Context: an optimization exercise on an open-source flow, tuned for small area, a short achievable clock period and few clock cycles per item. The choices shown serve that exercise and are no tape-out recipe. No run shown here included a check of the RTL's function; only the layout flow was run. Power figures rest on the tool's default switching activity, not on a simulated workload.

==> flow/design.v (outline; a module is shown in full before it is edited, if it fits) <==
// module HW3_FPMUL_754SP: 1744 lines
// module fpm_cpa: 786 lines
// module fpm_benc: 7 lines
// module fpm_fa: 6 lines
// module fpm_ha: 6 lines
module HW3_FPMUL_754SP(Clk, Rst, St, FPmplier, FPmcand, Done, Ovf, Unf, FPproduct);
  // ...
==> flow/flow/run.sh <==
#!/bin/bash
set -euo pipefail
export BUFFER_PORTS_ARGS="-buffer_cell sky130_fd_sc_hd__buf_1"
bash standard.sh > standard.log 2>&1
==> flow/standard.sh <==
#!/bin/bash
# synth_recipe.tcl (not shown) runs the flow's synth.tcl, then flattens the netlist and writes it again
# the make line also repeats each setting of config.mk as NAME=value (left out here)
make -C /OpenROAD-flow-scripts/flow DESIGN_CONFIG=/design/flow/config.mk WORK_HOME=/design/flow/orfs CLKGATE_MAP_FILE= SYNTH_SCRIPT=/design/flow/synth_recipe.tcl "${@:-finish}"
==> flow/config.mk <==
export PLATFORM = sky130hd
export DESIGN_NAME = HW3_FPMUL_754SP
export DESIGN_NICKNAME = HW3_FPMUL_754SP
export VERILOG_FILES = /design/flow/design.v
export SDC_FILE = /design/flow/constraint.sdc
export NUM_CORES = 4
export LEC_CHECK = 0
export CAP_MARGIN = 20
export CORE_MARGIN = 2
export CORE_UTILIZATION = 40
export SETUP_SLACK_MARGIN = 2
export SLEW_MARGIN = 20
export SYNTH_HIERARCHICAL = 1
export SYNTH_MINIMUM_KEEP_SIZE = 0
==> flow/constraint.sdc <==
create_clock -name core_clock -period 8.6 [get_ports {Clk}]
set_input_delay 1.7200 -clock core_clock [delete_from_list [all_inputs] [get_ports {Clk}]]
set_output_delay 1.7200 -clock core_clock [all_outputs]
set_load 0.01 [all_outputs]
==> impl_metrics.env, run 1 <==
export IMPL_core_area_um2=41900
export IMPL_setup_viol=0
export IMPL_start_util=0.405
export IMPL_hold_viol=0
export IMPL_seqCellArea_um2=1660
export IMPL_place_ws_ps=2150
export IMPL_port_buffers=101
export IMPL_final_cell_count_no_fill=2258
export IMPL_synth_area_leaders="fa_1 (30%), xnor2_1 (16%), a22oi_1 (12%)"
export IMPL_vdd_ir_drop_max_v=0.000219
export IMPL_seq_area_frac=0.0930
export IMPL_antenna_cells=0
export IMPL_ant_nets=0
export IMPL_final_cell_area_um2=17900
export IMPL_row_count=75
export IMPL_dieHeight_um=210
export IMPL_status="timing/DRC/antenna clean"
export IMPL_met2_usage=0.367
export IMPL_gp_congestion=0.894
export IMPL_area_growth_pct=5.51
export IMPL_yosys_area_top_type="fa_1"
export IMPL_p_clk_frac=0.059
export IMPL_path_delay_family="adder cells"
export IMPL_drtIter0Drc=1337
export IMPL_met1_usage=0.331
export IMPL_multi_input_area_share=0.797
export IMPL_synth_compound_area_frac=0.191
export IMPL_dominant_cells="multi-input combinational cells"
export IMPL_endpoint="ry[11]"
export IMPL_min_to="Done"
export IMPL_synthMostInstantiatedCell="xnor2_1"
export IMPL_fin_util=0.427
export IMPL_final_clkbuf_count=9
export IMPL_synthTopCellsByCount="xnor2_1 (319), a22oi_1 (263), fa_1 (254), clkbuf_1 (121), ha_1 (118)"
export IMPL_wl_um=51400
export IMPL_min_from="Rst"
export IMPL_grt_max_degree=27
export IMPL_top_power_group="combinational logic"
export IMPL_yosysTopAreaCellShare=0.300
export IMPL_tap_cells=539
export IMPL_cp_cell_sequence="buf_1 > nand2_1 > o22ai_2 > a22oi_1 > xnor2_1 > fa_1 > fa_1 > fa_1 > fa_1 > fa_1 > fa_1"
==> module fpm_cpa, before the edit <==
module fpm_cpa(rx, ry, rcin, m);
	input [34:0] rx, ry;
	input rcin;
	output [47:23] m;
	wire g1024;
	wire p1025;
	wire g1026;
	wire p1027;
	wire g1028;
	wire p1029;
	wire g1030;
	wire p1031;
	wire g1032;
	wire p1033;
	wire g1034;
	wire p1035;
	wire g1036;
	wire p1037;
	wire g1038;
	wire p1039;
	wire g1040;
	wire p1041;
	wire g1042;
	wire p1043;
	wire g1044;
	wire p1045;
	wire g1046;
	wire p1047;
	wire g1048;
	wire p1049;
	wire g1050;
	wire p1051;
	wire g1052;
	wire p1053;
	wire g1054;
	wire p1055;
	wire g1056;
	wire p1057;
	wire g1058;
	wire p1059;
	wire g1060;
	wire p1061;
	wire g1062;
	wire p1063;
	wire g1064;
	wire p1065;
	wire g1066;
	wire p1067;
	wire g1068;
	wire p1069;
	wire g1070;
	wire p1071;
	wire g1072;
	wire p1073;
	wire g1074;
	wire p1075;
	wire g1076;
	wire p1077;
	wire g1078;
	wire p1079;
	wire g1080;
	wire p1081;
	wire g1082;
	wire p1083;
	wire g1084;
	wire p1085;
	wire g1086;
	wire p1087;
	wire g1088;
	wire p1089;
	wire g1090;
	wire p1091;
	wire g1092;
	wire p1093;
	wire g1094;
	wire g1095;
	wire p1096;
	wire g1097;
	wire p1098;
	wire g1099;
	wire p1100;
	wire g1101;
	wire p1102;
	wire g1103;
	wire p1104;
	wire g1105;
	wire p1106;
	wire g1107;
	wire p1108;
	wire g1109;
	wire p1110;
	wire g1111;
	wire p1112;
	wire g1113;
	wire p1114;
	wire g1115;
	wire p1116;
	wire g1117;
	wire p1118;
	wire g1119;
	wire p1120;
	wire g1121;
	wire p1122;
	wire g1123;
	wire p1124;
	wire g1125;
	wire p1126;
	wire g1127;
	wire p1128;
	wire g1129;
	wire p1130;
	wire g1131;
	wire p1132;
	wire g1133;
	wire p1134;
	wire g1135;
	wire p1136;
	wire g1137;
	wire p1138;
	wire g1139;
	wire p1140;
	wire g1141;
	wire p1142;
	wire g1143;
	wire p1144;
	wire g1145;
	wire p1146;
	wire g1147;
	wire p1148;
	wire g1149;
	wire p1150;
	wire g1151;
	wire p1152;
	wire g1153;
	wire p1154;
	wire g1155;
	wire p1156;
	wire g1157;
	wire p1158;
	wire g1159;
	wire p1160;
	wire g1161;
	wire p1162;
	wire g1163;
	wire p1164;
	wire g1165;
	wire p1166;
	wire g1167;
	wire p1168;
	wire g1169;
	wire p1170;
	wire g1171;
	wire p1172;
	wire g1173;
	wire p1174;
	wire g1175;
	wire p1176;
	wire g1177;
	wire p1178;
	wire g1179;
	wire p1180;
	wire g1181;
	wire p1182;
	wire g1183;
	wire p1184;
	wire g1185;
	wire p1186;
	wire g1187;
	wire p1188;
	wire g1189;
	wire p1190;
	wire g1191;
	wire p1192;
	wire g1193;
	wire p1194;
	wire g1195;
	wire p1196;
	wire g1197;
	wire p1198;
	wire g1199;
	wire p1200;
	wire g1201;
	wire p1202;
	wire g1203;
	wire p1204;
	wire g1205;
	wire p1206;
	wire g1207;
	wire p1208;
	wire g1209;
	wire p1210;
	wire g1211;
	wire p1212;
	wire g1213;
	wire p1214;
	wire g1215;
	wire p1216;
	wire g1217;
	wire p1218;
	wire g1219;
	wire p1220;
	wire g1221;
	wire p1222;
	wire g1223;
	wire p1224;
	wire g1225;
	wire p1226;
	wire g1227;
	wire p1228;
	wire g1229;
	wire p1230;
	wire g1231;
	wire p1232;
	wire g1233;
	wire p1234;
	wire g1235;
	wire p1236;
	wire g1237;
	wire p1238;
	wire g1239;
	wire p1240;
	wire g1241;
	wire p1242;
	wire g1243;
	wire p1244;
	wire g1245;
	wire p1246;
	wire g1247;
	wire p1248;
	wire g1249;
	wire p1250;
	wire g1251;
	wire p1252;
	wire g1253;
	wire p1254;
	wire g1255;
	wire p1256;
	wire g1257;
	wire p1258;
	wire g1259;
	wire p1260;
	wire g1261;
	wire p1262;
	wire g1263;
	wire p1264;
	wire g1265;
	wire p1266;
	wire g1267;
	wire p1268;
	wire g1269;
	wire p1270;
	wire g1271;
	wire p1272;
	wire g1273;
	wire p1274;
	wire g1275;
	wire p1276;
	wire g1277;
	wire p1278;
	wire g1279;
	wire p1280;
	wire g1281;
	wire p1282;
	wire g1283;
	wire p1284;
	wire g1285;
	wire p1286;
	wire g1287;
	wire p1288;
	wire g1289;
	wire p1290;
	wire g1291;
	wire p1292;
	wire g1293;
	wire p1294;
	wire g1295;
	wire p1296;
	wire g1297;
	wire p1298;
	wire g1299;
	wire p1300;
	wire g1301;
	wire p1302;
	wire g1303;
	wire p1304;
	wire g1305;
	wire p1306;
	wire g1307;
	wire p1308;
	wire g1309;
	wire p1310;
	wire g1311;
	wire p1312;
	wire g1313;
	wire p1314;
	wire g1315;
	wire p1316;
	wire g1317;
	wire p1318;
	wire g1319;
	wire p1320;
	wire g1321;
	wire p1322;
	wire g1323;
	wire p1324;
	wire g1325;
	wire p1326;
	wire g1327;
	wire p1328;
	wire g1329;
	wire p1330;
	wire g1331;
	wire p1332;
	wire g1333;
	wire p1334;
	wire g1335;
	wire p1336;
	wire g1337;
	wire p1338;
	wire g1339;
	wire p1340;
	wire g1341;
	wire p1342;
	wire g1343;
	wire p1344;
	wire g1345;
	wire p1346;
	wire g1347;
	wire p1348;
	wire g1349;
	wire p1350;
	wire g1351;
	wire p1352;
	wire g1353;
	wire p1354;
	wire g1355;
	wire p1356;
	wire g1357;
	wire p1358;
	wire g1359;
	wire p1360;
	wire g1361;
	wire p1362;
	wire g1363;
	wire p1364;
	wire g1365;
	wire p1366;
	wire g1367;
	wire p1368;
	wire g1369;
	wire p1370;
	wire g1371;
	wire p1372;
	wire g1373;
	wire p1374;
	wire g1375;
	wire p1376;
	wire g1377;
	wire p1378;
	wire g1379;
	wire p1380;
	wire g1381;
	wire p1382;
	wire g1383;
	wire p1384;
	wire g1385;
	wire p1386;
	wire g1387;
	wire p1388;
	wire sum1389;
	wire sum1390;
	wire sum1391;
	wire sum1392;
	wire sum1393;
	wire sum1394;
	wire sum1395;
	wire sum1396;
	wire sum1397;
	wire sum1398;
	wire sum1399;
	wire sum1400;
	wire sum1401;
	wire sum1402;
	wire sum1403;
	wire sum1404;
	wire sum1405;
	wire sum1406;
	wire sum1407;
	wire sum1408;
	wire sum1409;
	wire sum1410;
	wire sum1411;
	wire sum1412;
	wire sum1413;
	assign g1024 = rx[0] & ry[0];
	assign p1025 = rx[0] ^ ry[0];
	assign g1026 = rx[1] & ry[1];
	assign p1027 = rx[1] ^ ry[1];
	assign g1028 = rx[2] & ry[2];
	assign p1029 = rx[2] ^ ry[2];
	assign g1030 = rx[3] & ry[3];
	assign p1031 = rx[3] ^ ry[3];
	assign g1032 = rx[4] & ry[4];
	assign p1033 = rx[4] ^ ry[4];
	assign g1034 = rx[5] & ry[5];
	assign p1035 = rx[5] ^ ry[5];
	assign g1036 = rx[6] & ry[6];
	assign p1037 = rx[6] ^ ry[6];
	assign g1038 = rx[7] & ry[7];
	assign p1039 = rx[7] ^ ry[7];
	assign g1040 = rx[8] & ry[8];
	assign p1041 = rx[8] ^ ry[8];
	assign g1042 = rx[9] & ry[9];
	assign p1043 = rx[9] ^ ry[9];
	assign g1044 = rx[10] & ry[10];
	assign p1045 = rx[10] ^ ry[10];
	assign g1046 = rx[11] & ry[11];
	assign p1047 = rx[11] ^ ry[11];
	assign g1048 = rx[12] & ry[12];
	assign p1049 = rx[12] ^ ry[12];
	assign g1050 = rx[13] & ry[13];
	assign p1051 = rx[13] ^ ry[13];
	assign g1052 = rx[14] & ry[14];
	assign p1053 = rx[14] ^ ry[14];
	assign g1054 = rx[15] & ry[15];
	assign p1055 = rx[15] ^ ry[15];
	assign g1056 = rx[16] & ry[16];
	assign p1057 = rx[16] ^ ry[16];
	assign g1058 = rx[17] & ry[17];
	assign p1059 = rx[17] ^ ry[17];
	assign g1060 = rx[18] & ry[18];
	assign p1061 = rx[18] ^ ry[18];
	assign g1062 = rx[19] & ry[19];
	assign p1063 = rx[19] ^ ry[19];
	assign g1064 = rx[20] & ry[20];
	assign p1065 = rx[20] ^ ry[20];
	assign g1066 = rx[21] & ry[21];
	assign p1067 = rx[21] ^ ry[21];
	assign g1068 = rx[22] & ry[22];
	assign p1069 = rx[22] ^ ry[22];
	assign g1070 = rx[23] & ry[23];
	assign p1071 = rx[23] ^ ry[23];
	assign g1072 = rx[24] & ry[24];
	assign p1073 = rx[24] ^ ry[24];
	assign g1074 = rx[25] & ry[25];
	assign p1075 = rx[25] ^ ry[25];
	assign g1076 = rx[26] & ry[26];
	assign p1077 = rx[26] ^ ry[26];
	assign g1078 = rx[27] & ry[27];
	assign p1079 = rx[27] ^ ry[27];
	assign g1080 = rx[28] & ry[28];
	assign p1081 = rx[28] ^ ry[28];
	assign g1082 = rx[29] & ry[29];
	assign p1083 = rx[29] ^ ry[29];
	assign g1084 = rx[30] & ry[30];
	assign p1085 = rx[30] ^ ry[30];
	assign g1086 = rx[31] & ry[31];
	assign p1087 = rx[31] ^ ry[31];
	assign g1088 = rx[32] & ry[32];
	assign p1089 = rx[32] ^ ry[32];
	assign g1090 = rx[33] & ry[33];
	assign p1091 = rx[33] ^ ry[33];
	assign g1092 = rx[34] & ry[34];
	assign p1093 = rx[34] ^ ry[34];
	assign g1094 = g1024 | (p1025 & rcin);
	assign g1095 = g1026 | (p1027 & g1094);
	assign p1096 = p1027 & p1025;
	assign g1097 = g1028 | (p1029 & g1026);
	assign p1098 = p1029 & p1027;
	assign g1099 = g1030 | (p1031 & g1028);
	assign p1100 = p1031 & p1029;
	assign g1101 = g1032 | (p1033 & g1030);
	assign p1102 = p1033 & p1031;
	assign g1103 = g1034 | (p1035 & g1032);
	assign p1104 = p1035 & p1033;
	assign g1105 = g1036 | (p1037 & g1034);
	assign p1106 = p1037 & p1035;
	assign g1107 = g1038 | (p1039 & g1036);
	assign p1108 = p1039 & p1037;
	assign g1109 = g1040 | (p1041 & g1038);
	assign p1110 = p1041 & p1039;
	assign g1111 = g1042 | (p1043 & g1040);
	assign p1112 = p1043 & p1041;
	assign g1113 = g1044 | (p1045 & g1042);
	assign p1114 = p1045 & p1043;
	assign g1115 = g1046 | (p1047 & g1044);
	assign p1116 = p1047 & p1045;
	assign g1117 = g1048 | (p1049 & g1046);
	assign p1118 = p1049 & p1047;
	assign g1119 = g1050 | (p1051 & g1048);
	assign p1120 = p1051 & p1049;
	assign g1121 = g1052 | (p1053 & g1050);
	assign p1122 = p1053 & p1051;
	assign g1123 = g1054 | (p1055 & g1052);
	assign p1124 = p1055 & p1053;
	assign g1125 = g1056 | (p1057 & g1054);
	assign p1126 = p1057 & p1055;
	assign g1127 = g1058 | (p1059 & g1056);
	assign p1128 = p1059 & p1057;
	assign g1129 = g1060 | (p1061 & g1058);
	assign p1130 = p1061 & p1059;
	assign g1131 = g1062 | (p1063 & g1060);
	assign p1132 = p1063 & p1061;
	assign g1133 = g1064 | (p1065 & g1062);
	assign p1134 = p1065 & p1063;
	assign g1135 = g1066 | (p1067 & g1064);
	assign p1136 = p1067 & p1065;
	assign g1137 = g1068 | (p1069 & g1066);
	assign p1138 = p1069 & p1067;
	assign g1139 = g1070 | (p1071 & g1068);
	assign p1140 = p1071 & p1069;
	assign g1141 = g1072 | (p1073 & g1070);
	assign p1142 = p1073 & p1071;
	assign g1143 = g1074 | (p1075 & g1072);
	assign p1144 = p1075 & p1073;
	assign g1145 = g1076 | (p1077 & g1074);
	assign p1146 = p1077 & p1075;
	assign g1147 = g1078 | (p1079 & g1076);
	assign p1148 = p1079 & p1077;
	assign g1149 = g1080 | (p1081 & g1078);
	assign p1150 = p1081 & p1079;
	assign g1151 = g1082 | (p1083 & g1080);
	assign p1152 = p1083 & p1081;
	assign g1153 = g1084 | (p1085 & g1082);
	assign p1154 = p1085 & p1083;
	assign g1155 = g1086 | (p1087 & g1084);
	assign p1156 = p1087 & p1085;
	assign g1157 = g1088 | (p1089 & g1086);
	assign p1158 = p1089 & p1087;
	assign g1159 = g1090 | (p1091 & g1088);
	assign p1160 = p1091 & p1089;
	assign g1161 = g1092 | (p1093 & g1090);
	assign p1162 = p1093 & p1091;
	assign g1163 = g1097 | (p1098 & g1094);
	assign p1164 = p1098 & p1025;
	assign g1165 = g1099 | (p1100 & g1095);
	assign p1166 = p1100 & p1096;
	assign g1167 = g1101 | (p1102 & g1097);
	assign p1168 = p1102 & p1098;
	assign g1169 = g1103 | (p1104 & g1099);
	assign p1170 = p1104 & p1100;
	assign g1171 = g1105 | (p1106 & g1101);
	assign p1172 = p1106 & p1102;
	assign g1173 = g1107 | (p1108 & g1103);
	assign p1174 = p1108 & p1104;
	assign g1175 = g1109 | (p1110 & g1105);
	assign p1176 = p1110 & p1106;
	assign g1177 = g1111 | (p1112 & g1107);
	assign p1178 = p1112 & p1108;
	assign g1179 = g1113 | (p1114 & g1109);
	assign p1180 = p1114 & p1110;
	assign g1181 = g1115 | (p1116 & g1111);
	assign p1182 = p1116 & p1112;
	assign g1183 = g1117 | (p1118 & g1113);
	assign p1184 = p1118 & p1114;
	assign g1185 = g1119 | (p1120 & g1115);
	assign p1186 = p1120 & p1116;
	assign g1187 = g1121 | (p1122 & g1117);
	assign p1188 = p1122 & p1118;
	assign g1189 = g1123 | (p1124 & g1119);
	assign p1190 = p1124 & p1120;
	assign g1191 = g1125 | (p1126 & g1121);
	assign p1192 = p1126 & p1122;
	assign g1193 = g1127 | (p1128 & g1123);
	assign p1194 = p1128 & p1124;
	assign g1195 = g1129 | (p1130 & g1125);
	assign p1196 = p1130 & p1126;
	assign g1197 = g1131 | (p1132 & g1127);
	assign p1198 = p1132 & p1128;
	assign g1199 = g1133 | (p1134 & g1129);
	assign p1200 = p1134 & p1130;
	assign g1201 = g1135 | (p1136 & g1131);
	assign p1202 = p1136 & p1132;
	assign g1203 = g1137 | (p1138 & g1133);
	assign p1204 = p1138 & p1134;
	assign g1205 = g1139 | (p1140 & g1135);
	assign p1206 = p1140 & p1136;
	assign g1207 = g1141 | (p1142 & g1137);
	assign p1208 = p1142 & p1138;
	assign g1209 = g1143 | (p1144 & g1139);
	assign p1210 = p1144 & p1140;
	assign g1211 = g1145 | (p1146 & g1141);
	assign p1212 = p1146 & p1142;
	assign g1213 = g1147 | (p1148 & g1143);
	assign p1214 = p1148 & p1144;
	assign g1215 = g1149 | (p1150 & g1145);
	assign p1216 = p1150 & p1146;
	assign g1217 = g1151 | (p1152 & g1147);
	assign p1218 = p1152 & p1148;
	assign g1219 = g1153 | (p1154 & g1149);
	assign p1220 = p1154 & p1150;
	assign g1221 = g1155 | (p1156 & g1151);
	assign p1222 = p1156 & p1152;
	assign g1223 = g1157 | (p1158 & g1153);
	assign p1224 = p1158 & p1154;
	assign g1225 = g1159 | (p1160 & g1155);
	assign p1226 = p1160 & p1156;
	assign g1227 = g1161 | (p1162 & g1157);
	assign p1228 = p1162 & p1158;
	assign g1229 = g1167 | (p1168 & g1094);
	assign p1230 = p1168 & p1025;
	assign g1231 = g1169 | (p1170 & g1095);
	assign p1232 = p1170 & p1096;
	assign g1233 = g1171 | (p1172 & g1163);
	assign p1234 = p1172 & p1164;
	assign g1235 = g1173 | (p1174 & g1165);
	assign p1236 = p1174 & p1166;
	assign g1237 = g1175 | (p1176 & g1167);
	assign p1238 = p1176 & p1168;
	assign g1239 = g1177 | (p1178 & g1169);
	assign p1240 = p1178 & p1170;
	assign g1241 = g1179 | (p1180 & g1171);
	assign p1242 = p1180 & p1172;
	assign g1243 = g1181 | (p1182 & g1173);
	assign p1244 = p1182 & p1174;
	assign g1245 = g1183 | (p1184 & g1175);
	assign p1246 = p1184 & p1176;
	assign g1247 = g1185 | (p1186 & g1177);
	assign p1248 = p1186 & p1178;
	assign g1249 = g1187 | (p1188 & g1179);
	assign p1250 = p1188 & p1180;
	assign g1251 = g1189 | (p1190 & g1181);
	assign p1252 = p1190 & p1182;
	assign g1253 = g1191 | (p1192 & g1183);
	assign p1254 = p1192 & p1184;
	assign g1255 = g1193 | (p1194 & g1185);
	assign p1256 = p1194 & p1186;
	assign g1257 = g1195 | (p1196 & g1187);
	assign p1258 = p1196 & p1188;
	assign g1259 = g1197 | (p1198 & g1189);
	assign p1260 = p1198 & p1190;
	assign g1261 = g1199 | (p1200 & g1191);
	assign p1262 = p1200 & p1192;
	assign g1263 = g1201 | (p1202 & g1193);
	assign p1264 = p1202 & p1194;
	assign g1265 = g1203 | (p1204 & g1195);
	assign p1266 = p1204 & p1196;
	assign g1267 = g1205 | (p1206 & g1197);
	assign p1268 = p1206 & p1198;
	assign g1269 = g1207 | (p1208 & g1199);
	assign p1270 = p1208 & p1200;
	assign g1271 = g1209 | (p1210 & g1201);
	assign p1272 = p1210 & p1202;
	assign g1273 = g1211 | (p1212 & g1203);
	assign p1274 = p1212 & p1204;
	assign g1275 = g1213 | (p1214 & g1205);
	assign p1276 = p1214 & p1206;
	assign g1277 = g1215 | (p1216 & g1207);
	assign p1278 = p1216 & p1208;
	assign g1279 = g1217 | (p1218 & g1209);
	assign p1280 = p1218 & p1210;
	assign g1281 = g1219 | (p1220 & g1211);
	assign p1282 = p1220 & p1212;
	assign g1283 = g1221 | (p1222 & g1213);
	assign p1284 = p1222 & p1214;
	assign g1285 = g1223 | (p1224 & g1215);
	assign p1286 = p1224 & p1216;
	assign g1287 = g1225 | (p1226 & g1217);
	assign p1288 = p1226 & p1218;
	assign g1289 = g1227 | (p1228 & g1219);
	assign p1290 = p1228 & p1220;
	assign g1291 = g1237 | (p1238 & g1094);
	assign p1292 = p1238 & p1025;
	assign g1293 = g1239 | (p1240 & g1095);
	assign p1294 = p1240 & p1096;
	assign g1295 = g1241 | (p1242 & g1163);
	assign p1296 = p1242 & p1164;
	assign g1297 = g1243 | (p1244 & g1165);
	assign p1298 = p1244 & p1166;
	assign g1299 = g1245 | (p1246 & g1229);
	assign p1300 = p1246 & p1230;
	assign g1301 = g1247 | (p1248 & g1231);
	assign p1302 = p1248 & p1232;
	assign g1303 = g1249 | (p1250 & g1233);
	assign p1304 = p1250 & p1234;
	assign g1305 = g1251 | (p1252 & g1235);
	assign p1306 = p1252 & p1236;
	assign g1307 = g1253 | (p1254 & g1237);
	assign p1308 = p1254 & p1238;
	assign g1309 = g1255 | (p1256 & g1239);
	assign p1310 = p1256 & p1240;
	assign g1311 = g1257 | (p1258 & g1241);
	assign p1312 = p1258 & p1242;
	assign g1313 = g1259 | (p1260 & g1243);
	assign p1314 = p1260 & p1244;
	assign g1315 = g1261 | (p1262 & g1245);
	assign p1316 = p1262 & p1246;
	assign g1317 = g1263 | (p1264 & g1247);
	assign p1318 = p1264 & p1248;
	assign g1319 = g1265 | (p1266 & g1249);
	assign p1320 = p1266 & p1250;
	assign g1321 = g1267 | (p1268 & g1251);
	assign p1322 = p1268 & p1252;
	assign g1323 = g1269 | (p1270 & g1253);
	assign p1324 = p1270 & p1254;
	assign g1325 = g1271 | (p1272 & g1255);
	assign p1326 = p1272 & p1256;
	assign g1327 = g1273 | (p1274 & g1257);
	assign p1328 = p1274 & p1258;
	assign g1329 = g1275 | (p1276 & g1259);
	assign p1330 = p1276 & p1260;
	assign g1331 = g1277 | (p1278 & g1261);
	assign p1332 = p1278 & p1262;
	assign g1333 = g1279 | (p1280 & g1263);
	assign p1334 = p1280 & p1264;
	assign g1335 = g1281 | (p1282 & g1265);
	assign p1336 = p1282 & p1266;
	assign g1337 = g1283 | (p1284 & g1267);
	assign p1338 = p1284 & p1268;
	assign g1339 = g1285 | (p1286 & g1269);
	assign p1340 = p1286 & p1270;
	assign g1341 = g1287 | (p1288 & g1271);
	assign p1342 = p1288 & p1272;
	assign g1343 = g1289 | (p1290 & g1273);
	assign p1344 = p1290 & p1274;
	assign g1345 = g1307 | (p1308 & g1094);
	assign p1346 = p1308 & p1025;
	assign g1347 = g1309 | (p1310 & g1095);
	assign p1348 = p1310 & p1096;
	assign g1349 = g1311 | (p1312 & g1163);
	assign p1350 = p1312 & p1164;
	assign g1351 = g1313 | (p1314 & g1165);
	assign p1352 = p1314 & p1166;
	assign g1353 = g1315 | (p1316 & g1229);
	assign p1354 = p1316 & p1230;
	assign g1355 = g1317 | (p1318 & g1231);
	assign p1356 = p1318 & p1232;
	assign g1357 = g1319 | (p1320 & g1233);
	assign p1358 = p1320 & p1234;
	assign g1359 = g1321 | (p1322 & g1235);
	assign p1360 = p1322 & p1236;
	assign g1361 = g1323 | (p1324 & g1291);
	assign p1362 = p1324 & p1292;
	assign g1363 = g1325 | (p1326 & g1293);
	assign p1364 = p1326 & p1294;
	assign g1365 = g1327 | (p1328 & g1295);
	assign p1366 = p1328 & p1296;
	assign g1367 = g1329 | (p1330 & g1297);
	assign p1368 = p1330 & p1298;
	assign g1369 = g1331 | (p1332 & g1299);
	assign p1370 = p1332 & p1300;
	assign g1371 = g1333 | (p1334 & g1301);
	assign p1372 = p1334 & p1302;
	assign g1373 = g1335 | (p1336 & g1303);
	assign p1374 = p1336 & p1304;
	assign g1375 = g1337 | (p1338 & g1305);
	assign p1376 = p1338 & p1306;
	assign g1377 = g1339 | (p1340 & g1307);
	assign p1378 = p1340 & p1308;
	assign g1379 = g1341 | (p1342 & g1309);
	assign p1380 = p1342 & p1310;
	assign g1381 = g1343 | (p1344 & g1311);
	assign p1382 = p1344 & p1312;
	assign g1383 = g1377 | (p1378 & g1094);
	assign p1384 = p1378 & p1025;
	assign g1385 = g1379 | (p1380 & g1095);
	assign p1386 = p1380 & p1096;
	assign g1387 = g1381 | (p1382 & g1163);
	assign p1388 = p1382 & p1164;
	assign sum1389 = p1045 ^ g1293;
	assign sum1390 = p1047 ^ g1295;
	assign sum1391 = p1049 ^ g1297;
	assign sum1392 = p1051 ^ g1299;
	assign sum1393 = p1053 ^ g1301;
	assign sum1394 = p1055 ^ g1303;
	assign sum1395 = p1057 ^ g1305;
	assign sum1396 = p1059 ^ g1345;
	assign sum1397 = p1061 ^ g1347;
	assign sum1398 = p1063 ^ g1349;
	assign sum1399 = p1065 ^ g1351;
	assign sum1400 = p1067 ^ g1353;
	assign sum1401 = p1069 ^ g1355;
	assign sum1402 = p1071 ^ g1357;
	assign sum1403 = p1073 ^ g1359;
	assign sum1404 = p1075 ^ g1361;
	assign sum1405 = p1077 ^ g1363;
	assign sum1406 = p1079 ^ g1365;
	assign sum1407 = p1081 ^ g1367;
	assign sum1408 = p1083 ^ g1369;
	assign sum1409 = p1085 ^ g1371;
	assign sum1410 = p1087 ^ g1373;
	assign sum1411 = p1089 ^ g1375;
	assign sum1412 = p1091 ^ g1383;
	assign sum1413 = p1093 ^ g1385;
	assign m = {sum1413, sum1412, sum1411, sum1410, sum1409, sum1408, sum1407, sum1406, sum1405, sum1404, sum1403, sum1402, sum1401, sum1400, sum1399, sum1398, sum1397, sum1396, sum1395, sum1394, sum1393, sum1392, sum1391, sum1390, sum1389};
endmodule
==> run 2: changes to the inputs <==
--- a/flow/design.v
+++ b/flow/design.v
@@ -1025,16 +1025,86 @@
 	wire g1016;
 	wire p1017;
 	wire g1018;
 	wire p1019;
 	wire g1020;
 	wire p1021;
 	wire g1022;
 	wire p1023;
+	wire g1024;
+	wire p1025;
+	wire g1026;
+	wire p1027;
+	wire g1028;
+	wire p1029;
+	wire g1030;
+	wire p1031;
+	wire g1032;
+	wire p1033;
+	wire g1034;
+	wire p1035;
+	wire g1036;
+	wire p1037;
+	wire g1038;
+	wire p1039;
+	wire g1040;
+	wire p1041;
+	wire g1042;
+	wire p1043;
+	wire g1044;
+	wire p1045;
+	wire g1046;
+	wire p1047;
+	wire g1048;
+	wire p1049;
+	wire g1050;
+	wire p1051;
+	wire g1052;
+	wire p1053;
+	wire g1054;
+	wire p1055;
+	wire g1056;
+	wire p1057;
+	wire g1058;
+	wire p1059;
+	wire g1060;
+	wire p1061;
+	wire g1062;
+	wire p1063;
+	wire g1064;
+	wire p1065;
+	wire g1066;
+	wire p1067;
+	wire g1068;
+	wire p1069;
+	wire g1070;
+	wire p1071;
+	wire g1072;
+	wire p1073;
+	wire g1074;
+	wire p1075;
+	wire g1076;
+	wire p1077;
+	wire g1078;
+	wire p1079;
+	wire g1080;
+	wire p1081;
+	wire g1082;
+	wire p1083;
+	wire g1084;
+	wire p1085;
+	wire g1086;
+	wire p1087;
+	wire g1088;
+	wire p1089;
+	wire g1090;
+	wire p1091;
+	wire g1092;
+	wire p1093;
 	assign bp7 = ((one1 & FPmplier[0])) ^ neg3;
 	assign bp8 = ((one1 & FPmplier[1]) | (two2 & FPmplier[0])) ^ neg3;
 	assign bp9 = ((one1 & FPmplier[2]) | (two2 & FPmplier[1])) ^ neg3;
 	assign bp10 = ((one1 & FPmplier[3]) | (two2 & FPmplier[2])) ^ neg3;
 	assign bp11 = ((one1 & FPmplier[4]) | (two2 & FPmplier[3])) ^ neg3;
 	assign bp12 = ((one1 & FPmplier[5]) | (two2 & FPmplier[4])) ^ neg3;
 	assign bp13 = ((one1 & FPmplier[6]) | (two2 & FPmplier[5])) ^ neg3;
 	assign bp14 = ((one1 & FPmplier[7]) | (two2 & FPmplier[6])) ^ neg3;
@@ -1410,16 +1480,86 @@
 	assign g1016 = g998 | (p999 & g996);
 	assign p1017 = p999 & p997;
 	assign g1018 = g1016 | (p1017 & g1014);
 	assign p1019 = p1017 & p1015;
 	assign g1020 = g1018 | (p1019 & g1012);
 	assign p1021 = p1019 & p1013;
 	assign g1022 = g1020 | (p1021 & g1008);
 	assign p1023 = p1021 & p1009;
+	assign g1024 = s462 & s464;
+	assign p1025 = s462 ^ s464;
+	assign g1026 = c465 & s478;
+	assign p1027 = c465 ^ s478;
+	assign g1028 = c479 & s492;
+	assign p1029 = c479 ^ s492;
+	assign g1030 = c493 & s508;
+	assign p1031 = c493 ^ s508;
+	assign g1032 = c509 & s524;
+	assign p1033 = c509 ^ s524;
+	assign g1034 = c525 & s542;
+	assign p1035 = c525 ^ s542;
+	assign g1036 = c543 & s560;
+	assign p1037 = c543 ^ s560;
+	assign g1038 = c561 & s580;
+	assign p1039 = c561 ^ s580;
+	assign g1040 = c581 & s600;
+	assign p1041 = c581 ^ s600;
+	assign g1042 = c601 & s622;
+	assign p1043 = c601 ^ s622;
+	assign g1044 = c623 & s644;
+	assign p1045 = c623 ^ s644;
+	assign g1046 = c645 & s666;
+	assign p1047 = c645 ^ s666;
+	assign g1048 = c667 & s688;
+	assign p1049 = c667 ^ s688;
+	assign g1050 = s710 & c689;
+	assign p1051 = s710 ^ c689;
+	assign g1052 = c711 & s732;
+	assign p1053 = c711 ^ s732;
+	assign g1054 = s752 & s754;
+	assign p1055 = s752 ^ s754;
+	assign g1056 = c755 & s774;
+	assign p1057 = c755 ^ s774;
+	assign g1058 = c775 & s794;
+	assign p1059 = c775 ^ s794;
+	assign g1060 = c795 & s812;
+	assign p1061 = c795 ^ s812;
+	assign g1062 = c813 & s830;
+	assign p1063 = c813 ^ s830;
+	assign g1064 = c831 & s846;
+	assign p1065 = c831 ^ s846;
+	assign g1066 = s862 & c847;
+	assign p1067 = s862 ^ c847;
+	assign g1068 = c863 & s876;
+	assign p1069 = c863 ^ s876;
+	assign g1070 = c877 & s890;
+	assign p1071 = c877 ^ s890;
+	assign g1072 = c891 & s902;
+	assign p1073 = c891 ^ s902;
+	assign g1074 = s914 & c903;
+	assign p1075 = s914 ^ c903;
+	assign g1076 = c915 & s924;
+	assign p1077 = c915 ^ s924;
+	assign g1078 = s934 & c925;
+	assign p1079 = s934 ^ c925;
+	assign g1080 = c935 & s942;
+	assign p1081 = c935 ^ s942;
+	assign g1082 = s950 & c943;
+	assign p1083 = s950 ^ c943;
+	assign g1084 = c951 & s956;
+	assign p1085 = c951 ^ s956;
+	assign g1086 = s962 & c957;
+	assign p1087 = s962 ^ c957;
+	assign g1088 = c963 & s966;
+	assign p1089 = c963 ^ s966;
+	assign g1090 = s970 & c967;
+	assign p1091 = s970 ^ c967;
+	assign g1092 = s972 & c971;
+	assign p1093 = s972 ^ c971;
 	fpm_benc ue0_0 (.b2(FPmcand[1]), .b1(FPmcand[0]), .b0(1'b0), .one(one1), .two(two2), .neg(neg3));
 	fpm_benc ue0_1 (.b2(FPmcand[1]), .b1(FPmcand[0]), .b0(1'b0), .one(one4), .two(two5), .neg(neg6));
 	fpm_benc ue1_0 (.b2(FPmcand[3]), .b1(FPmcand[2]), .b0(FPmcand[1]), .one(one33), .two(two34), .neg(neg35));
 	fpm_benc ue1_1 (.b2(FPmcand[3]), .b1(FPmcand[2]), .b0(FPmcand[1]), .one(one36), .two(two37), .neg(neg38));
 	fpm_benc ue2_0 (.b2(FPmcand[5]), .b1(FPmcand[4]), .b0(FPmcand[3]), .one(one65), .two(two66), .neg(neg67));
 	fpm_benc ue2_1 (.b2(FPmcand[5]), .b1(FPmcand[4]), .b0(FPmcand[3]), .one(one68), .two(two69), .neg(neg70));
 	fpm_benc ue3_0 (.b2(FPmcand[7]), .b1(FPmcand[6]), .b0(FPmcand[5]), .one(one97), .two(two98), .neg(neg99));
 	fpm_benc ue3_1 (.b2(FPmcand[7]), .b1(FPmcand[6]), .b0(FPmcand[5]), .one(one100), .two(two101), .neg(neg102));
@@ -1718,18 +1858,18 @@
 	fpm_fa us954 (.a(bp377), .b(c945), .c(s952), .s(s954), .co(c955));
 	fpm_fa us956 (.a(c947), .b(s954), .c(c949), .s(s956), .co(c957));
 	fpm_fa us960 (.a(bp378), .b(c953), .c(s958), .s(s960), .co(c961));
 	fpm_ha us962 (.a(c955), .b(s960), .s(s962), .co(c963));
 	fpm_fa us964 (.a(FPmplier[21]), .b(ns352), .c(bp379), .s(s964), .co(c965));
 	fpm_fa us966 (.a(c959), .b(s964), .c(c961), .s(s966), .co(c967));
 	fpm_ha us970 (.a(c965), .b(s968), .s(s970), .co(c971));
 	fpm_ha us972 (.a(neg355), .b(c969), .s(s972), .co(c973));
-	wire [34:0] nx = {s972, s970, c963, s962, c951, s950, c935, s934, c915, s914, c891, c877, c863, s862, c831, c813, c795, c775, c755, s752, c711, s710, c667, c645, c623, c601, c581, c561, c543, c525, c509, c493, c479, c465, s462};
-	wire [34:0] ny = {c971, c967, s966, c957, s956, c943, s942, c925, s924, c903, s902, s890, s876, c847, s846, s830, s812, s794, s774, s754, s732, c689, s688, s666, s644, s622, s600, s580, s560, s542, s524, s508, s492, s478, s464};
+	wire [34:0] nx = {g1092, g1090, g1088, g1086, g1084, g1082, g1080, g1078, g1076, g1074, g1072, g1070, g1068, g1066, g1064, g1062, g1060, g1058, g1056, g1054, g1052, g1050, g1048, g1046, g1044, g1042, g1040, g1038, g1036, g1034, g1032, g1030, g1028, g1026, g1024};
+	wire [34:0] ny = {p1093, p1091, p1089, p1087, p1085, p1083, p1081, p1079, p1077, p1075, p1073, p1071, p1069, p1067, p1065, p1063, p1061, p1059, p1057, p1055, p1053, p1051, p1049, p1047, p1045, p1043, p1041, p1039, p1037, p1035, p1033, p1031, p1029, p1027, p1025};
 	always @ (posedge Clk) begin
 		Done <= St & ~Rst;
 		rx <= nx;
 		ry <= ny;
 		rcin <= g1022;
 		rzero <= (FPmplier == 32'b0) || (FPmcand == 32'b0);
 		rs <= FPmplier[31] ^ FPmcand[31];
 		re0 <= {1'b0, FPmplier[30:23]} + {1'b0, FPmcand[30:23]} - 9'd127;
@@ -1741,86 +1881,16 @@
 	assign Ovf = (E > 9'd254);
 	assign Unf = (E == 9'd0);
 	assign FPproduct = {rs, E[7:0], m[47] ? m[46:24] : m[45:23]};
 endmodule
 module fpm_cpa(rx, ry, rcin, m);
 	input [34:0] rx, ry;
 	input rcin;
 	output [47:23] m;
-	wire g1024;
-	wire p1025;
-	wire g1026;
-	wire p1027;
-	wire g1028;
-	wire p1029;
-	wire g1030;
-	wire p1031;
-	wire g1032;
-	wire p1033;
-	wire g1034;
-	wire p1035;
-	wire g1036;
-	wire p1037;
-	wire g1038;
-	wire p1039;
-	wire g1040;
-	wire p1041;
-	wire g1042;
-	wire p1043;
-	wire g1044;
-	wire p1045;
-	wire g1046;
-	wire p1047;
-	wire g1048;
-	wire p1049;
-	wire g1050;
-	wire p1051;
-	wire g1052;
-	wire p1053;
-	wire g1054;
-	wire p1055;
-	wire g1056;
-	wire p1057;
-	wire g1058;
-	wire p1059;
-	wire g1060;
-	wire p1061;
-	wire g1062;
-	wire p1063;
-	wire g1064;
-	wire p1065;
-	wire g1066;
-	wire p1067;
-	wire g1068;
-	wire p1069;
-	wire g1070;
-	wire p1071;
-	wire g1072;
-	wire p1073;
-	wire g1074;
-	wire p1075;
-	wire g1076;
-	wire p1077;
-	wire g1078;
-	wire p1079;
-	wire g1080;
-	wire p1081;
-	wire g1082;
-	wire p1083;
-	wire g1084;
-	wire p1085;
-	wire g1086;
-	wire p1087;
-	wire g1088;
-	wire p1089;
-	wire g1090;
-	wire p1091;
-	wire g1092;
-	wire p1093;
 	wire g1094;
 	wire g1095;
 	wire p1096;
 	wire g1097;
 	wire p1098;
 	wire g1099;
 	wire p1100;
 	wire g1101;
@@ -2131,157 +2201,87 @@
 	wire sum1406;
 	wire sum1407;
 	wire sum1408;
 	wire sum1409;
 	wire sum1410;
 	wire sum1411;
 	wire sum1412;
 	wire sum1413;
-	assign g1024 = rx[0] & ry[0];
-	assign p1025 = rx[0] ^ ry[0];
-	assign g1026 = rx[1] & ry[1];
-	assign p1027 = rx[1] ^ ry[1];
-	assign g1028 = rx[2] & ry[2];
-	assign p1029 = rx[2] ^ ry[2];
-	assign g1030 = rx[3] & ry[3];
-	assign p1031 = rx[3] ^ ry[3];
-	assign g1032 = rx[4] & ry[4];
-	assign p1033 = rx[4] ^ ry[4];
-	assign g1034 = rx[5] & ry[5];
-	assign p1035 = rx[5] ^ ry[5];
-	assign g1036 = rx[6] & ry[6];
-	assign p1037 = rx[6] ^ ry[6];
-	assign g1038 = rx[7] & ry[7];
-	assign p1039 = rx[7] ^ ry[7];
-	assign g1040 = rx[8] & ry[8];
-	assign p1041 = rx[8] ^ ry[8];
-	assign g1042 = rx[9] & ry[9];
-	assign p1043 = rx[9] ^ ry[9];
-	assign g1044 = rx[10] & ry[10];
-	assign p1045 = rx[10] ^ ry[10];
-	assign g1046 = rx[11] & ry[11];
-	assign p1047 = rx[11] ^ ry[11];
-	assign g1048 = rx[12] & ry[12];
-	assign p1049 = rx[12] ^ ry[12];
-	assign g1050 = rx[13] & ry[13];
-	assign p1051 = rx[13] ^ ry[13];
-	assign g1052 = rx[14] & ry[14];
-	assign p1053 = rx[14] ^ ry[14];
-	assign g1054 = rx[15] & ry[15];
-	assign p1055 = rx[15] ^ ry[15];
-	assign g1056 = rx[16] & ry[16];
-	assign p1057 = rx[16] ^ ry[16];
-	assign g1058 = rx[17] & ry[17];
-	assign p1059 = rx[17] ^ ry[17];
-	assign g1060 = rx[18] & ry[18];
-	assign p1061 = rx[18] ^ ry[18];
-	assign g1062 = rx[19] & ry[19];
-	assign p1063 = rx[19] ^ ry[19];
-	assign g1064 = rx[20] & ry[20];
-	assign p1065 = rx[20] ^ ry[20];
-	assign g1066 = rx[21] & ry[21];
-	assign p1067 = rx[21] ^ ry[21];
-	assign g1068 = rx[22] & ry[22];
-	assign p1069 = rx[22] ^ ry[22];
-	assign g1070 = rx[23] & ry[23];
-	assign p1071 = rx[23] ^ ry[23];
-	assign g1072 = rx[24] & ry[24];
-	assign p1073 = rx[24] ^ ry[24];
-	assign g1074 = rx[25] & ry[25];
-	assign p1075 = rx[25] ^ ry[25];
-	assign g1076 = rx[26] & ry[26];
-	assign p1077 = rx[26] ^ ry[26];
-	assign g1078 = rx[27] & ry[27];
-	assign p1079 = rx[27] ^ ry[27];
-	assign g1080 = rx[28] & ry[28];
-	assign p1081 = rx[28] ^ ry[28];
-	assign g1082 = rx[29] & ry[29];
-	assign p1083 = rx[29] ^ ry[29];
-	assign g1084 = rx[30] & ry[30];
-	assign p1085 = rx[30] ^ ry[30];
-	assign g1086 = rx[31] & ry[31];
-	assign p1087 = rx[31] ^ ry[31];
-	assign g1088 = rx[32] & ry[32];
-	assign p1089 = rx[32] ^ ry[32];
-	assign g1090 = rx[33] & ry[33];
-	assign p1091 = rx[33] ^ ry[33];
-	assign g1092 = rx[34] & ry[34];
-	assign p1093 = rx[34] ^ ry[34];
-	assign g1094 = g1024 | (p1025 & rcin);
-	assign g1095 = g1026 | (p1027 & g1094);
-	assign p1096 = p1027 & p1025;
-	assign g1097 = g1028 | (p1029 & g1026);
-	assign p1098 = p1029 & p1027;
-	assign g1099 = g1030 | (p1031 & g1028);
-	assign p1100 = p1031 & p1029;
-	assign g1101 = g1032 | (p1033 & g1030);
-	assign p1102 = p1033 & p1031;
-	assign g1103 = g1034 | (p1035 & g1032);
-	assign p1104 = p1035 & p1033;
-	assign g1105 = g1036 | (p1037 & g1034);
-	assign p1106 = p1037 & p1035;
-	assign g1107 = g1038 | (p1039 & g1036);
-	assign p1108 = p1039 & p1037;
-	assign g1109 = g1040 | (p1041 & g1038);
-	assign p1110 = p1041 & p1039;
-	assign g1111 = g1042 | (p1043 & g1040);
-	assign p1112 = p1043 & p1041;
-	assign g1113 = g1044 | (p1045 & g1042);
-	assign p1114 = p1045 & p1043;
-	assign g1115 = g1046 | (p1047 & g1044);
-	assign p1116 = p1047 & p1045;
-	assign g1117 = g1048 | (p1049 & g1046);
-	assign p1118 = p1049 & p1047;
-	assign g1119 = g1050 | (p1051 & g1048);
-	assign p1120 = p1051 & p1049;
-	assign g1121 = g1052 | (p1053 & g1050);
-	assign p1122 = p1053 & p1051;
-	assign g1123 = g1054 | (p1055 & g1052);
-	assign p1124 = p1055 & p1053;
-	assign g1125 = g1056 | (p1057 & g1054);
-	assign p1126 = p1057 & p1055;
-	assign g1127 = g1058 | (p1059 & g1056);
-	assign p1128 = p1059 & p1057;
-	assign g1129 = g1060 | (p1061 & g1058);
-	assign p1130 = p1061 & p1059;
-	assign g1131 = g1062 | (p1063 & g1060);
-	assign p1132 = p1063 & p1061;
-	assign g1133 = g1064 | (p1065 & g1062);
-	assign p1134 = p1065 & p1063;
-	assign g1135 = g1066 | (p1067 & g1064);
-	assign p1136 = p1067 & p1065;
-	assign g1137 = g1068 | (p1069 & g1066);
-	assign p1138 = p1069 & p1067;
-	assign g1139 = g1070 | (p1071 & g1068);
-	assign p1140 = p1071 & p1069;
-	assign g1141 = g1072 | (p1073 & g1070);
-	assign p1142 = p1073 & p1071;
-	assign g1143 = g1074 | (p1075 & g1072);
-	assign p1144 = p1075 & p1073;
-	assign g1145 = g1076 | (p1077 & g1074);
-	assign p1146 = p1077 & p1075;
-	assign g1147 = g1078 | (p1079 & g1076);
-	assign p1148 = p1079 & p1077;
-	assign g1149 = g1080 | (p1081 & g1078);
-	assign p1150 = p1081 & p1079;
-	assign g1151 = g1082 | (p1083 & g1080);
-	assign p1152 = p1083 & p1081;
-	assign g1153 = g1084 | (p1085 & g1082);
-	assign p1154 = p1085 & p1083;
-	assign g1155 = g1086 | (p1087 & g1084);
-	assign p1156 = p1087 & p1085;
-	assign g1157 = g1088 | (p1089 & g1086);
-	assign p1158 = p1089 & p1087;
-	assign g1159 = g1090 | (p1091 & g1088);
-	assign p1160 = p1091 & p1089;
-	assign g1161 = g1092 | (p1093 & g1090);
-	assign p1162 = p1093 & p1091;
+	assign g1094 = rx[0] | (ry[0] & rcin);
+	assign g1095 = rx[1] | (ry[1] & g1094);
+	assign p1096 = ry[1] & ry[0];
+	assign g1097 = rx[2] | (ry[2] & rx[1]);
+	assign p1098 = ry[2] & ry[1];
+	assign g1099 = rx[3] | (ry[3] & rx[2]);
+	assign p1100 = ry[3] & ry[2];
+	assign g1101 = rx[4] | (ry[4] & rx[3]);
+	assign p1102 = ry[4] & ry[3];
+	assign g1103 = rx[5] | (ry[5] & rx[4]);
+	assign p1104 = ry[5] & ry[4];
+	assign g1105 = rx[6] | (ry[6] & rx[5]);
+	assign p1106 = ry[6] & ry[5];
+	assign g1107 = rx[7] | (ry[7] & rx[6]);
+	assign p1108 = ry[7] & ry[6];
+	assign g1109 = rx[8] | (ry[8] & rx[7]);
+	assign p1110 = ry[8] & ry[7];
+	assign g1111 = rx[9] | (ry[9] & rx[8]);
+	assign p1112 = ry[9] & ry[8];
+	assign g1113 = rx[10] | (ry[10] & rx[9]);
+	assign p1114 = ry[10] & ry[9];
+	assign g1115 = rx[11] | (ry[11] & rx[10]);
+	assign p1116 = ry[11] & ry[10];
+	assign g1117 = rx[12] | (ry[12] & rx[11]);
+	assign p1118 = ry[12] & ry[11];
+	assign g1119 = rx[13] | (ry[13] & rx[12]);
+	assign p1120 = ry[13] & ry[12];
+	assign g1121 = rx[14] | (ry[14] & rx[13]);
+	assign p1122 = ry[14] & ry[13];
+	assign g1123 = rx[15] | (ry[15] & rx[14]);
+	assign p1124 = ry[15] & ry[14];
+	assign g1125 = rx[16] | (ry[16] & rx[15]);
+	assign p1126 = ry[16] & ry[15];
+	assign g1127 = rx[17] | (ry[17] & rx[16]);
+	assign p1128 = ry[17] & ry[16];
+	assign g1129 = rx[18] | (ry[18] & rx[17]);
+	assign p1130 = ry[18] & ry[17];
+	assign g1131 = rx[19] | (ry[19] & rx[18]);
+	assign p1132 = ry[19] & ry[18];
+	assign g1133 = rx[20] | (ry[20] & rx[19]);
+	assign p1134 = ry[20] & ry[19];
+	assign g1135 = rx[21] | (ry[21] & rx[20]);
+	assign p1136 = ry[21] & ry[20];
+	assign g1137 = rx[22] | (ry[22] & rx[21]);
+	assign p1138 = ry[22] & ry[21];
+	assign g1139 = rx[23] | (ry[23] & rx[22]);
+	assign p1140 = ry[23] & ry[22];
+	assign g1141 = rx[24] | (ry[24] & rx[23]);
+	assign p1142 = ry[24] & ry[23];
+	assign g1143 = rx[25] | (ry[25] & rx[24]);
+	assign p1144 = ry[25] & ry[24];
+	assign g1145 = rx[26] | (ry[26] & rx[25]);
+	assign p1146 = ry[26] & ry[25];
+	assign g1147 = rx[27] | (ry[27] & rx[26]);
+	assign p1148 = ry[27] & ry[26];
+	assign g1149 = rx[28] | (ry[28] & rx[27]);
+	assign p1150 = ry[28] & ry[27];
+	assign g1151 = rx[29] | (ry[29] & rx[28]);
+	assign p1152 = ry[29] & ry[28];
+	assign g1153 = rx[30] | (ry[30] & rx[29]);
+	assign p1154 = ry[30] & ry[29];
+	assign g1155 = rx[31] | (ry[31] & rx[30]);
+	assign p1156 = ry[31] & ry[30];
+	assign g1157 = rx[32] | (ry[32] & rx[31]);
+	assign p1158 = ry[32] & ry[31];
+	assign g1159 = rx[33] | (ry[33] & rx[32]);
+	assign p1160 = ry[33] & ry[32];
+	assign g1161 = rx[34] | (ry[34] & rx[33]);
+	assign p1162 = ry[34] & ry[33];
 	assign g1163 = g1097 | (p1098 & g1094);
-	assign p1164 = p1098 & p1025;
+	assign p1164 = p1098 & ry[0];
 	assign g1165 = g1099 | (p1100 & g1095);
 	assign p1166 = p1100 & p1096;
 	assign g1167 = g1101 | (p1102 & g1097);
 	assign p1168 = p1102 & p1098;
 	assign g1169 = g1103 | (p1104 & g1099);
 	assign p1170 = p1104 & p1100;
 	assign g1171 = g1105 | (p1106 & g1101);
 	assign p1172 = p1106 & p1102;
@@ -2337,17 +2337,17 @@
 	assign p1222 = p1156 & p1152;
 	assign g1223 = g1157 | (p1158 & g1153);
 	assign p1224 = p1158 & p1154;
 	assign g1225 = g1159 | (p1160 & g1155);
 	assign p1226 = p1160 & p1156;
 	assign g1227 = g1161 | (p1162 & g1157);
 	assign p1228 = p1162 & p1158;
 	assign g1229 = g1167 | (p1168 & g1094);
-	assign p1230 = p1168 & p1025;
+	assign p1230 = p1168 & ry[0];
 	assign g1231 = g1169 | (p1170 & g1095);
 	assign p1232 = p1170 & p1096;
 	assign g1233 = g1171 | (p1172 & g1163);
 	assign p1234 = p1172 & p1164;
 	assign g1235 = g1173 | (p1174 & g1165);
 	assign p1236 = p1174 & p1166;
 	assign g1237 = g1175 | (p1176 & g1167);
 	assign p1238 = p1176 & p1168;
@@ -2399,17 +2399,17 @@
 	assign p1284 = p1222 & p1214;
 	assign g1285 = g1223 | (p1224 & g1215);
 	assign p1286 = p1224 & p1216;
 	assign g1287 = g1225 | (p1226 & g1217);
 	assign p1288 = p1226 & p1218;
 	assign g1289 = g1227 | (p1228 & g1219);
 	assign p1290 = p1228 & p1220;
 	assign g1291 = g1237 | (p1238 & g1094);
-	assign p1292 = p1238 & p1025;
+	assign p1292 = p1238 & ry[0];
 	assign g1293 = g1239 | (p1240 & g1095);
 	assign p1294 = p1240 & p1096;
 	assign g1295 = g1241 | (p1242 & g1163);
 	assign p1296 = p1242 & p1164;
 	assign g1297 = g1243 | (p1244 & g1165);
 	assign p1298 = p1244 & p1166;
 	assign g1299 = g1245 | (p1246 & g1229);
 	assign p1300 = p1246 & p1230;
@@ -2453,17 +2453,17 @@
 	assign p1338 = p1284 & p1268;
 	assign g1339 = g1285 | (p1286 & g1269);
 	assign p1340 = p1286 & p1270;
 	assign g1341 = g1287 | (p1288 & g1271);
 	assign p1342 = p1288 & p1272;
 	assign g1343 = g1289 | (p1290 & g1273);
 	assign p1344 = p1290 & p1274;
 	assign g1345 = g1307 | (p1308 & g1094);
-	assign p1346 = p1308 & p1025;
+	assign p1346 = p1308 & ry[0];
 	assign g1347 = g1309 | (p1310 & g1095);
 	assign p1348 = p1310 & p1096;
 	assign g1349 = g1311 | (p1312 & g1163);
 	assign p1350 = p1312 & p1164;
 	assign g1351 = g1313 | (p1314 & g1165);
 	assign p1352 = p1314 & p1166;
 	assign g1353 = g1315 | (p1316 & g1229);
 	assign p1354 = p1316 & p1230;
@@ -2491,46 +2491,46 @@
 	assign p1376 = p1338 & p1306;
 	assign g1377 = g1339 | (p1340 & g1307);
 	assign p1378 = p1340 & p1308;
 	assign g1379 = g1341 | (p1342 & g1309);
 	assign p1380 = p1342 & p1310;
 	assign g1381 = g1343 | (p1344 & g1311);
 	assign p1382 = p1344 & p1312;
 	assign g1383 = g1377 | (p1378 & g1094);
-	assign p1384 = p1378 & p1025;
+	assign p1384 = p1378 & ry[0];
 	assign g1385 = g1379 | (p1380 & g1095);
 	assign p1386 = p1380 & p1096;
 	assign g1387 = g1381 | (p1382 & g1163);
 	assign p1388 = p1382 & p1164;
-	assign sum1389 = p1045 ^ g1293;
-	assign sum1390 = p1047 ^ g1295;
-	assign sum1391 = p1049 ^ g1297;
-	assign sum1392 = p1051 ^ g1299;
-	assign sum1393 = p1053 ^ g1301;
-	assign sum1394 = p1055 ^ g1303;
-	assign sum1395 = p1057 ^ g1305;
-	assign sum1396 = p1059 ^ g1345;
-	assign sum1397 = p1061 ^ g1347;
-	assign sum1398 = p1063 ^ g1349;
-	assign sum1399 = p1065 ^ g1351;
-	assign sum1400 = p1067 ^ g1353;
-	assign sum1401 = p1069 ^ g1355;
-	assign sum1402 = p1071 ^ g1357;
-	assign sum1403 = p1073 ^ g1359;
-	assign sum1404 = p1075 ^ g1361;
-	assign sum1405 = p1077 ^ g1363;
-	assign sum1406 = p1079 ^ g1365;
-	assign sum1407 = p1081 ^ g1367;
-	assign sum1408 = p1083 ^ g1369;
-	assign sum1409 = p1085 ^ g1371;
-	assign sum1410 = p1087 ^ g1373;
-	assign sum1411 = p1089 ^ g1375;
-	assign sum1412 = p1091 ^ g1383;
-	assign sum1413 = p1093 ^ g1385;
+	assign sum1389 = ry[10] ^ g1293;
+	assign sum1390 = ry[11] ^ g1295;
+	assign sum1391 = ry[12] ^ g1297;
+	assign sum1392 = ry[13] ^ g1299;
+	assign sum1393 = ry[14] ^ g1301;
+	assign sum1394 = ry[15] ^ g1303;
+	assign sum1395 = ry[16] ^ g1305;
+	assign sum1396 = ry[17] ^ g1345;
+	assign sum1397 = ry[18] ^ g1347;
+	assign sum1398 = ry[19] ^ g1349;
+	assign sum1399 = ry[20] ^ g1351;
+	assign sum1400 = ry[21] ^ g1353;
+	assign sum1401 = ry[22] ^ g1355;
+	assign sum1402 = ry[23] ^ g1357;
+	assign sum1403 = ry[24] ^ g1359;
+	assign sum1404 = ry[25] ^ g1361;
+	assign sum1405 = ry[26] ^ g1363;
+	assign sum1406 = ry[27] ^ g1365;
+	assign sum1407 = ry[28] ^ g1367;
+	assign sum1408 = ry[29] ^ g1369;
+	assign sum1409 = ry[30] ^ g1371;
+	assign sum1410 = ry[31] ^ g1373;
+	assign sum1411 = ry[32] ^ g1375;
+	assign sum1412 = ry[33] ^ g1383;
+	assign sum1413 = ry[34] ^ g1385;
 	assign m = {sum1413, sum1412, sum1411, sum1410, sum1409, sum1408, sum1407, sum1406, sum1405, sum1404, sum1403, sum1402, sum1401, sum1400, sum1399, sum1398, sum1397, sum1396, sum1395, sum1394, sum1393, sum1392, sum1391, sum1390, sum1389};
 endmodule
 module fpm_benc(b2, b1, b0, one, two, neg);
 	input b2, b1, b0;
 	output one, two, neg;
 	assign one = b1 ^ b0;
 	assign two = (b2 & ~b1 & ~b0) | (~b2 & b1 & b0);
 	assign neg = b2 & ~(b1 & b0);
==> run 2 against run 1 <==
  * Still clean on timing, DRC and antenna
  * Global-route usage is 0.59 points lower
  * Flip-flop and latch count down 1
  * Sequential share of layout area barely moved
  * Utilization grew 0.18 points
  * Die area is 1.5% lower
  * Hold slack lost 17 ps
  * Combinational power down 3%
  * Synthesized cell count decreased by 3.6%
  * Largest power group unchanged
==> impl_metrics.env, run 2 <==
export IMPL_status="timing/DRC/antenna clean"
export IMPL_hold_viol=0
export IMPL_ant_nets=0
export IMPL_top_level_ports=102
export IMPL_cp_max_fo=13
export IMPL_num_vias=13047
export IMPL_nets=2098
export IMPL_p_leak_uw=0.00652
export IMPL_timing_final_crit_share=0.737
export IMPL_drc=0
export IMPL_top_usage_layer="met2"
export IMPL_avgViaCountPerCell=5.94
export IMPL_core_area_um2=41000
export IMPL_tns_ps=0
export IMPL_grt_pass1_vias=13276
export IMPL_largest_reg_flops=35
export IMPL_antenna_found_initial=0
export IMPL_slew_viol_final=0
export IMPL_cts_sink_count=82
export IMPL_cp_start_kind="input pin"
export IMPL_seq_power_share=0.119
export IMPL_synth_avg_cell_area_um2=9.93
export IMPL_rsz0062_at_grt="no"
export IMPL_track_usage=0.232
export IMPL_powerDensity_nw_per_um2=415
export IMPL_clock_root_buffer="clkbuf_16"
export IMPL_power_frac_comb=0.822
export IMPL_clkTransAtPathRegs_ps=70
export IMPL_gp_congestion=0.930
export IMPL_dieHeight_um=208
export IMPL_grtUsageMet3=0.0433
export IMPL_dp_hpwl_um=38000
export IMPL_port_buffers=101
export IMPL_critPathArrivalTime_ps=6590
export IMPL_final_common_cell="xnor2_1"
export IMPL_worstHoldPathType="in2reg"
export IMPL_largestRegisters="ry x35, rx x34, re0 x9"
export IMPL_grt_pass1_wl_um=77900
export IMPL_wl_per_cell_um=22.8
export IMPL_max_cap_viol_count=0
export IMPL_fmax_ghz=0.158
export IMPL_drive_gt1_frac=0.0818
export IMPL_max_slew_margin=0.279
export IMPL_nFillCells=3947
export IMPL_area_growth_pct=5.44
export IMPL_row_count=74
export IMPL_worst_setup_path_end_kind="flop"
export IMPL_power_share_switching=0.488
export IMPL_postCtsSetupBuffers=0
export IMPL_fin_crit_ps=6330
export IMPL_numCtsBuffers=9
export IMPL_drtIter0Drc=1397
export IMPL_p_clk_frac=0.058
export IMPL_met1_usage=0.328
export IMPL_grt_max_degree=27
export IMPL_required_ps=8860
export IMPL_h_tree_depth=3
export IMPL_dieArea_um2=43400
export IMPL_p_int_uw=3740
export IMPL_postCtsHoldBufs=0
export IMPL_worst_pin_slew_ps=1080
export IMPL_met2_usage=0.355
export IMPL_syn_instance_count=1680
export IMPL_wl_um=50000
export IMPL_setup_viol=0
export IMPL_top_register="ry"
export IMPL_cts_tree="yes"
export IMPL_clockBufferDepth=2
export IMPL_yosys_warnings=7
export IMPL_start_util=0.407
export IMPL_cts_resized=0
export IMPL_vdd_ir_drop_max_v=0.000249
export IMPL_synth_area_um2=16700
export IMPL_antenna_cells=0
export IMPL_final_cell_mix="xnor2_1 (307), a22oi_1 (264), fa_1 (254)"
export IMPL_dpl_cell_area_um2=17300
export IMPL_final_cell_area_um2=17600
export IMPL_p_switching_uw=3560
export IMPL_crit_type="in2reg"
export IMPL_die_x_um=208
export IMPL_dr_pass1_iters=6
export IMPL_grt_overflow=0
[run 2: layout make-up]
class	count	area, um2	share of cell area
multi-input cells	1354	14000	0.795
flip-flops and latches	82	1640	0.0933
repair buffers	149	746	0.0424
well taps	532	666	0.0378
inverters	62	233	0.0132
clock buffers	10	229	0.0130
clock inverters	6	97.6	0.00555
[run 2: power by group through the flow]
| stage | combinational (uW) | clock [uW] | sequential, uW |
|---|---|---|---|
| 5_1_grt | 6960 | 450 | 893 |
| 6_report | 6000 | 427 | 871 |
| 2_1_floorplan | 4450 | 0 | 828 |
| 4_1_cts | 6100 | 439 | 869 |
| 3_5_place_dp | 6000 | 0 | 879 |
| 3_3_place_gp | 5850 | 0 | 878 |
[run 2: per-stage QoR]
stage                util  instances  power [uW]  hold WS [ps]  setup slack (ps)
detailed placement  0.421       2179        6880          1880              1890
finish              0.429       2195        7300          1490              2270
global route        0.429       2195        8300          1490              2080
floorplan               -       1685        5280          1790              2840
global placement    0.421       2179        6730          1870              2000
CTS                 0.429       2195        7410          1470              2290
[run 2: final timing paths]
kind,from,endpoint,depth (start not counted)
min,Rst,Done,2
max,FPmcand[13],ry[16],12
[run 2: critical path: stages]
cell and delay (ps):
buf_1 570, nand2b_1 140, o22ai_2 640, a22oi_1 220, xnor2_1 220, fa_1 500
fa_1 480, fa_1 450, fa_1 420, fa_1 510, fa_1 430, ha_1 290
[run 2: layer usage]
| layer | share of wire | vias up |
|---|---|---|
| li1 | - | 5752 |
| met1 | 0.44 | 6546 |
| met2 | 0.44 | 679 |
| met3 | 0.093 | 70 |
| met4 | 0.026 | 0 |
| met5 | 0 | - |

## static timing again, ports no longer ideal
No port has a modelled driver above. Below, the same layouts with a new extraction and two added sets of constraints. Step 1 sets driving cells, clkbuf_16 on the clock port and buf_2 on the other inputs (assumed; they add their load-dependent delay and slew). Step 2 also shifts input and output timing later by t, the mid clock arrival at the registers, as if the neighbouring blocks saw the same clock. a / b / c = no drivers / after step 1 / after step 2; a / b = the first two.
run | shift t [ns] | slack for setup (ns) | worst data-port slew with drivers (ns)
run 1 | 0.414 | 2.461 / 2.488 / 2.074 | 0.07
run 2 | 0.412 | 2.265 / 2.279 / 1.867 | 0.04
After both steps setup and hold are still met in every run listed. For run 2, which loses most, drivers alone change the setup slack by +0.014 ns; drivers and shift together by -0.398 ns.
